This design comes from an exercise in tuning for small area on the open sky130 flow, not from production work.
The RTL was checked by simulation tests, not by an equivalence proof against the original design.
Power and IR drop assume default switching activity.

// conv
module conv(
           input Aclk,
           input rst,
           input [7:0] Xin,
           input [7:0] Kin,
           output [7:0] Rout,
           output result_done
       );
Size in the first run: roughly 400 cells after synthesis, roughly 84 flip-flops, about 4600 um2 of cells after synthesis.
Settings: LEC_CHECK=0, CAP_MARGIN=20, CORE_MARGIN=2, CORE_UTILIZATION=40, CTS_BUF_LIST=sky130_fd_sc_hd__clkbuf_8, SLEW_MARGIN=20; clock period 10.0 ns.
standard.sh (not shown) runs the stock make flow with config.mk's settings and CLKGATE_MAP_FILE= SYNTH_SCRIPT=/design/flow/synth_recipe.tcl, a recipe that flattens the netlist after the stock synthesis.
==> flow/flow/run.sh <==
#!/bin/bash
# Standard layout with the smallest port buffers and a leaner clock tree.
set -euo pipefail
export BUFFER_PORTS_ARGS="-buffer_cell sky130_fd_sc_hd__buf_1"
export CTS_ARGS="-sink_clustering_enable -repair_clock_nets -buf_list sky130_fd_sc_hd__clkbuf_8 -root_buf sky130_fd_sc_hd__clkbuf_8 -sink_clustering_size 16 -dont_use_dummy_load"
bash standard.sh > standard.log 2>&1
The baseline completed with no timing, DRC or antenna violations.
Edit:
==> flow/flow/run.sh (replaced) <==
#!/bin/bash
# Standard layout, but the port buffers are the smallest buffer cell.
set -euo pipefail
export BUFFER_PORTS_ARGS="-buffer_cell sky130_fd_sc_hd__buf_1"
bash standard.sh > standard.log 2>&1
Settings changed: CORE_UTILIZATION 40 to 70, CTS_CLUSTER_SIZE from default to 20.
The changed run went through all stages and came out clean.
Non-clock buffer count drops by 1.
Total power climbs by 6.8%.
Cell count drops by 10%.
Routed wire length drops by 2.5%.
Utilization climbs by 34 points.
Die area drops by 42%.
Clock power climbs by 28%.
Final area stays flat.
Worst hold slack hardly moves.
Edit:
==> flow/run.sh (new file) <==
#!/bin/bash
# synth_recipe.tcl (not shown) runs the flow's synth.tcl, then flattens the netlist and writes it again
# the make line also repeats each setting of config.mk as NAME=value (left out here)
make -C /OpenROAD-flow-scripts/flow DESIGN_CONFIG=/design/flow/config.mk WORK_HOME=/design/flow/orfs CLKGATE_MAP_FILE= SYNTH_SCRIPT=/design/flow/synth_recipe.tcl finish
Settings changed: CORE_UTILIZATION 70 to 40, CTS_CLUSTER_SIZE 20 to default.
removed: flow/flow/run.sh
removed: flow/standard.sh
The changed run ran to the end with no violations. First-iteration DRC count is lower by 6.6%. Global-route usage is lower by 12 points. Power is higher by 2.9%. Worst hold slack hardly moves.
Edit:
==> flow/flow/run.sh (new file) <==
#!/bin/bash
# The standard layout (standard.sh) with these changes:
#  - synthesis skips the quick ABC pass inside Yosys's fine stage, so that
#    extract_fa sees the adder trees as written, and maps the rest with
#    flow/area.script (see flow/mysynth.tcl); the registers are unchanged;
#  - port buffers are the smallest buffer cell;
#  - the clock tree uses clkbuf_8 leaves, a clkbuf_8 root and no dummy loads.
set -euo pipefail
export OWN_WORK="$PWD"
export OWN_ABC_SCRIPT="$PWD/flow/area.script"
export SYNTH_ARGS="-noabc"
export BUFFER_PORTS_ARGS="-buffer_cell sky130_fd_sc_hd__buf_1"
export CTS_ARGS="-sink_clustering_enable -repair_clock_nets -buf_list sky130_fd_sc_hd__clkbuf_8 -root_buf sky130_fd_sc_hd__clkbuf_8 -dont_use_dummy_load"
sed "s|SYNTH_SCRIPT=[^ ]*|SYNTH_SCRIPT=$PWD/flow/mysynth.tcl|" standard.sh > own_standard.sh
grep -q "SYNTH_SCRIPT=$PWD/flow/mysynth.tcl" own_standard.sh
bash own_standard.sh > standard.log 2>&1
==> flow/flow/area.script (new file) <==
&get -n
&st
&dch
&nf -R 1000
&put
topo
dnsize -c
==> flow/flow/mysynth.tcl (new file) <==
# The standard flow's synthesis script (synth_recipe.tcl), with ABC's final mapping run
# from flow/area.script: area-recovering mapping without the speed script's
# buffering and upsizing (the clock period leaves ample slack).
proc abc {args} {
  set i [lsearch -exact $args -script]
  if { $i >= 0 } { lset args [expr {$i + 1}] $::env(OWN_ABC_SCRIPT) }
  yosys abc {*}$args
}
source $::env(OWN_WORK)/synth_recipe.tcl
==> flow/standard.sh (new file) <==
#!/bin/bash
# synth_recipe.tcl (not shown) runs the flow's synth.tcl, then flattens the netlist and writes it again
# the make line also repeats each setting of config.mk as NAME=value (left out here)
make -C /OpenROAD-flow-scripts/flow DESIGN_CONFIG=/design/flow/config.mk WORK_HOME=/design/flow/orfs CLKGATE_MAP_FILE= SYNTH_SCRIPT=/design/flow/synth_recipe.tcl "${@:-finish}"
Settings changed: CORE_UTILIZATION 40 to 70, CTS_BUF_LIST sky130_fd_sc_hd__clkbuf_8 to default.
removed: flow/run.sh
Outcome:
- The changed run finished with timing, DRC and antenna clean
- total power drops by roughly a tenth
- final area shrinks by roughly a tenth
- die area went down by well over a third
- setup slack gains 0.89 ns
- non-clock buffer count does not change

the baseline:
The RTL this note starts from:
==> flow/design.v <==
`timescale 1ns/100ps
module conv(
           input Aclk,
           input rst,
           input [7:0] Xin,
           input [7:0] Kin,
           output [7:0] Rout,
           output result_done
       );
reg [3:0] cnt;           
always @(posedge Aclk)
    if (rst) cnt <= 4'd0;
    else if (cnt != 4'd15) cnt <= cnt + 4'd1;
assign result_done = cnt[3] & (cnt[2] | cnt[1]);    
reg [7:0] kr0, kr1, kr2, kr3;
wire [7:0] kin_m = (cnt[3:2] == 2'b00) ? Kin : kr3;
always @(posedge Aclk) begin
    kr0 <= kin_m; kr1 <= kr0; kr2 <= kr1; kr3 <= kr2;
end
reg [7:0] d1, d2;
always @(posedge Aclk) begin
    d1 <= Xin; d2 <= d1;
end
reg xs_in, xs_d1, xs_d2, ys_in, ys_d1, ys_d2;
always @(*) begin
    xs_in = (cnt == 4'd3) | (cnt == 4'd4);
    xs_d2 = (cnt == 4'd5) | (cnt == 4'd6);
    xs_d1 = (cnt == 4'd1) | (cnt == 4'd2) | (cnt == 4'd7) | (cnt == 4'd8);
    ys_in = (cnt == 4'd4) | (cnt == 4'd5);
    ys_d2 = (cnt == 4'd6) | (cnt == 4'd7);
    ys_d1 = (cnt == 4'd2) | (cnt == 4'd3) | (cnt == 4'd8) | (cnt == 4'd9);
end
wire [7:0] px = ({8{xs_in}} & Xin) | ({8{xs_d1}} & d1) | ({8{xs_d2}} & d2);
wire [7:0] py = ({8{ys_in}} & Xin) | ({8{ys_d1}} & d1) | ({8{ys_d2}} & d2);
wire clrx = (cnt == 4'd1) | (cnt == 4'd5);
wire accx_on = (cnt == 4'd2) | (cnt == 4'd3) | (cnt == 4'd4) |
               (cnt == 4'd6) | (cnt == 4'd7) | (cnt == 4'd8);
wire hx_on = cnt[3] & cnt[0];                  
wire hy_on = cnt[3] & ~cnt[0] & (cnt[2] | cnt[1]);   
wire clry = (cnt == 4'd2) | (cnt == 4'd6);
reg [7:0] accx, accy, hx, hy;
wire [7:0] nx, ny;
wire [7:0] ax = ({8{accx_on}} & accx) | ({8{hx_on}} & hx) | ({8{hy_on}} & hy);
mac8 mx(.p(px), .k(kr0), .a(ax), .y(nx));
mac8 my(.p(py), .k(kr1), .a(clry ? 8'd0 : accy), .y(ny));
always @(posedge Aclk) begin
    accx <= nx;
    accy <= ny;
    if (~cnt[1] & cnt[0]) hx <= accx;    
    if (cnt[1] & ~cnt[0]) hy <= accy;    
end
assign Rout = {8{result_done}} & accx;
endmodule
module mac8(input [7:0] p, input [7:0] k, input [7:0] a, output [7:0] y);
wire pp00 = p[0] & k[0];
wire pp01 = p[0] & k[1];
wire pp02 = p[0] & k[2];
wire pp03 = p[0] & k[3];
wire pp04 = p[0] & k[4];
wire pp05 = p[0] & k[5];
wire pp06 = p[0] & k[6];
wire pp07 = p[0] & k[7];
wire pp10 = p[1] & k[0];
wire pp11 = p[1] & k[1];
wire pp12 = p[1] & k[2];
wire pp13 = p[1] & k[3];
wire pp14 = p[1] & k[4];
wire pp15 = p[1] & k[5];
wire pp16 = p[1] & k[6];
wire pp20 = p[2] & k[0];
wire pp21 = p[2] & k[1];
wire pp22 = p[2] & k[2];
wire pp23 = p[2] & k[3];
wire pp24 = p[2] & k[4];
wire pp25 = p[2] & k[5];
wire pp30 = p[3] & k[0];
wire pp31 = p[3] & k[1];
wire pp32 = p[3] & k[2];
wire pp33 = p[3] & k[3];
wire pp34 = p[3] & k[4];
wire pp40 = p[4] & k[0];
wire pp41 = p[4] & k[1];
wire pp42 = p[4] & k[2];
wire pp43 = p[4] & k[3];
wire pp50 = p[5] & k[0];
wire pp51 = p[5] & k[1];
wire pp52 = p[5] & k[2];
wire pp60 = p[6] & k[0];
wire pp61 = p[6] & k[1];
wire pp70 = p[7] & k[0];
wire t1 = a[0] ^ pp00;
wire t2 = a[0] & pp00;
assign y[0] = t1;
wire t3 = a[1] ^ pp01 ^ pp10;
wire t4 = (a[1] & pp01) | (pp10 & (a[1] ^ pp01));
wire t5 = t2 ^ t3;
wire t6 = t2 & t3;
assign y[1] = t5;
wire t7 = a[2] ^ pp02 ^ pp11;
wire t8 = (a[2] & pp02) | (pp11 & (a[2] ^ pp02));
wire t9 = pp20 ^ t4 ^ t6;
wire t10 = (pp20 & t4) | (t6 & (pp20 ^ t4));
wire t11 = t7 ^ t9;
wire t12 = t7 & t9;
assign y[2] = t11;
wire t13 = a[3] ^ pp03 ^ pp12;
wire t14 = (a[3] & pp03) | (pp12 & (a[3] ^ pp03));
wire t15 = pp21 ^ pp30 ^ t8;
wire t16 = (pp21 & pp30) | (t8 & (pp21 ^ pp30));
wire t17 = t10 ^ t12 ^ t13;
wire t18 = (t10 & t12) | (t13 & (t10 ^ t12));
wire t19 = t15 ^ t17;
wire t20 = t15 & t17;
assign y[3] = t19;
wire t21 = a[4] ^ pp04 ^ pp13;
wire t22 = (a[4] & pp04) | (pp13 & (a[4] ^ pp04));
wire t23 = pp22 ^ pp31 ^ pp40;
wire t24 = (pp22 & pp31) | (pp40 & (pp22 ^ pp31));
wire t25 = t14 ^ t16 ^ t18;
wire t26 = (t14 & t16) | (t18 & (t14 ^ t16));
wire t27 = t20 ^ t21 ^ t23;
wire t28 = (t20 & t21) | (t23 & (t20 ^ t21));
wire t29 = t25 ^ t27;
wire t30 = t25 & t27;
assign y[4] = t29;
wire t31 = a[5] ^ pp05 ^ pp14;
wire t32 = (a[5] & pp05) | (pp14 & (a[5] ^ pp05));
wire t33 = pp23 ^ pp32 ^ pp41;
wire t34 = (pp23 & pp32) | (pp41 & (pp23 ^ pp32));
wire t35 = pp50 ^ t22 ^ t24;
wire t36 = (pp50 & t22) | (t24 & (pp50 ^ t22));
wire t37 = t26 ^ t28 ^ t30;
wire t38 = (t26 & t28) | (t30 & (t26 ^ t28));
wire t39 = t31 ^ t33 ^ t35;
wire t40 = (t31 & t33) | (t35 & (t31 ^ t33));
wire t41 = t37 ^ t39;
wire t42 = t37 & t39;
assign y[5] = t41;
wire t43 = a[6] ^ pp06 ^ pp15;
wire t44 = (a[6] & pp06) | (pp15 & (a[6] ^ pp06));
wire t45 = pp24 ^ pp33 ^ pp42;
wire t46 = (pp24 & pp33) | (pp42 & (pp24 ^ pp33));
wire t47 = pp51 ^ pp60 ^ t32;
wire t48 = (pp51 & pp60) | (t32 & (pp51 ^ pp60));
wire t49 = t34 ^ t36 ^ t38;
wire t50 = (t34 & t36) | (t38 & (t34 ^ t36));
wire t51 = t40 ^ t42 ^ t43;
wire t52 = (t40 & t42) | (t43 & (t40 ^ t42));
wire t53 = t45 ^ t47 ^ t49;
wire t54 = (t45 & t47) | (t49 & (t45 ^ t47));
wire t55 = t51 ^ t53;
wire t56 = t51 & t53;
assign y[6] = t55;
assign y[7] = a[7] ^ pp07 ^ pp16 ^ pp25 ^ pp34 ^ pp43 ^ pp52 ^ pp61 ^ pp70 ^ t44 ^ t46 ^ t48 ^ t50 ^ t52 ^ t54 ^ t56;
endmodule
export LEC_CHECK = 0
export CAP_MARGIN = 20
export CORE_MARGIN = 2
export CORE_UTILIZATION = 40
export CTS_BUF_LIST = sky130_fd_sc_hd__clkbuf_8
export SLEW_MARGIN = 20
create_clock -name core_clock -period 10.0 [get_ports {Aclk}]
==> flow/flow/run.sh <==
#!/bin/bash
# Standard layout, but the port buffers are the smallest buffer cell.
set -euo pipefail
export BUFFER_PORTS_ARGS="-buffer_cell sky130_fd_sc_hd__buf_1"
bash standard.sh > standard.log 2>&1
The baseline went all the way through the flow, and no timing, DRC or antenna check failed.
Relative to the baseline, the following input files were edited for the candidate:
--- a/flow/flow/run.sh
+++ b/flow/flow/run.sh
@@ -2 +2 @@
-# Standard layout, but the port buffers are the smallest buffer cell.
+# Standard layout with the smallest port buffers and a leaner clock tree.
@@ -4,0 +5 @@
+export CTS_ARGS="-sink_clustering_enable -repair_clock_nets -buf_list sky130_fd_sc_hd__clkbuf_8 -root_buf sky130_fd_sc_hd__clkbuf_8 -sink_clustering_size 12 -dont_use_dummy_load"
### Flow results
- Wire length of the first global-routing pass ended up 0.42% lower on the candidate than on the baseline.
- Lower relative area change from synthesis to final layout among the candidate and the baseline: the candidate
- | die area | the candidate vs the baseline | ≈ equal |
- Any difference in routed wire length between the baseline and the candidate is small enough to ignore.
- Changes observed in the candidate relative to the baseline: fraction of standard cell area that is sequential has increased; clock tree skew after final layout has increased; peak supply drop has decreased.

separate check: timing with driven ports:
How much do the figures lean on ideal ports? The routed layouts below were timed once more, with nothing changed but the port constraints. Step 1 sets driving cells, clkbuf_16 on the clock port and buf_2 on the other inputs (assumed; they add their load-dependent delay and slew). Step 2 moves the port delays by t, midway between the first and last clock arrival at a register: inputs arrive t later, outputs are due t later. That takes back most of the time a late clock gives input paths. a / b / c = no drivers / after step 1 / after step 2; a / b = the first two.
run	t (ns)	setup slack, ns	worst setup path at the end	worst data-port slew with drivers (ns)
the first run of note 1	0.381	1.756 / 1.769 / 1.389	input to register	0.03
the second run of note 1	0.391	1.688 / 1.700 / 1.309	input to register	0.04
the third run of note 1	0.396	1.365 / 1.378 / 0.982	input to register	0.03
the fourth run of note 1	0.368	2.257 / 2.257 / 2.066	input to register	0.03
the baseline	0.385	1.770 / 1.770 / 1.399	input to register	0.03
the candidate	0.381	1.756 / 1.769 / 1.389	input to register	0.03
After both steps every run listed still meets setup and hold. The setup slack of the third run of note 1, which loses most, moves by +0.013 ns with the drivers and by -0.383 ns with both steps.
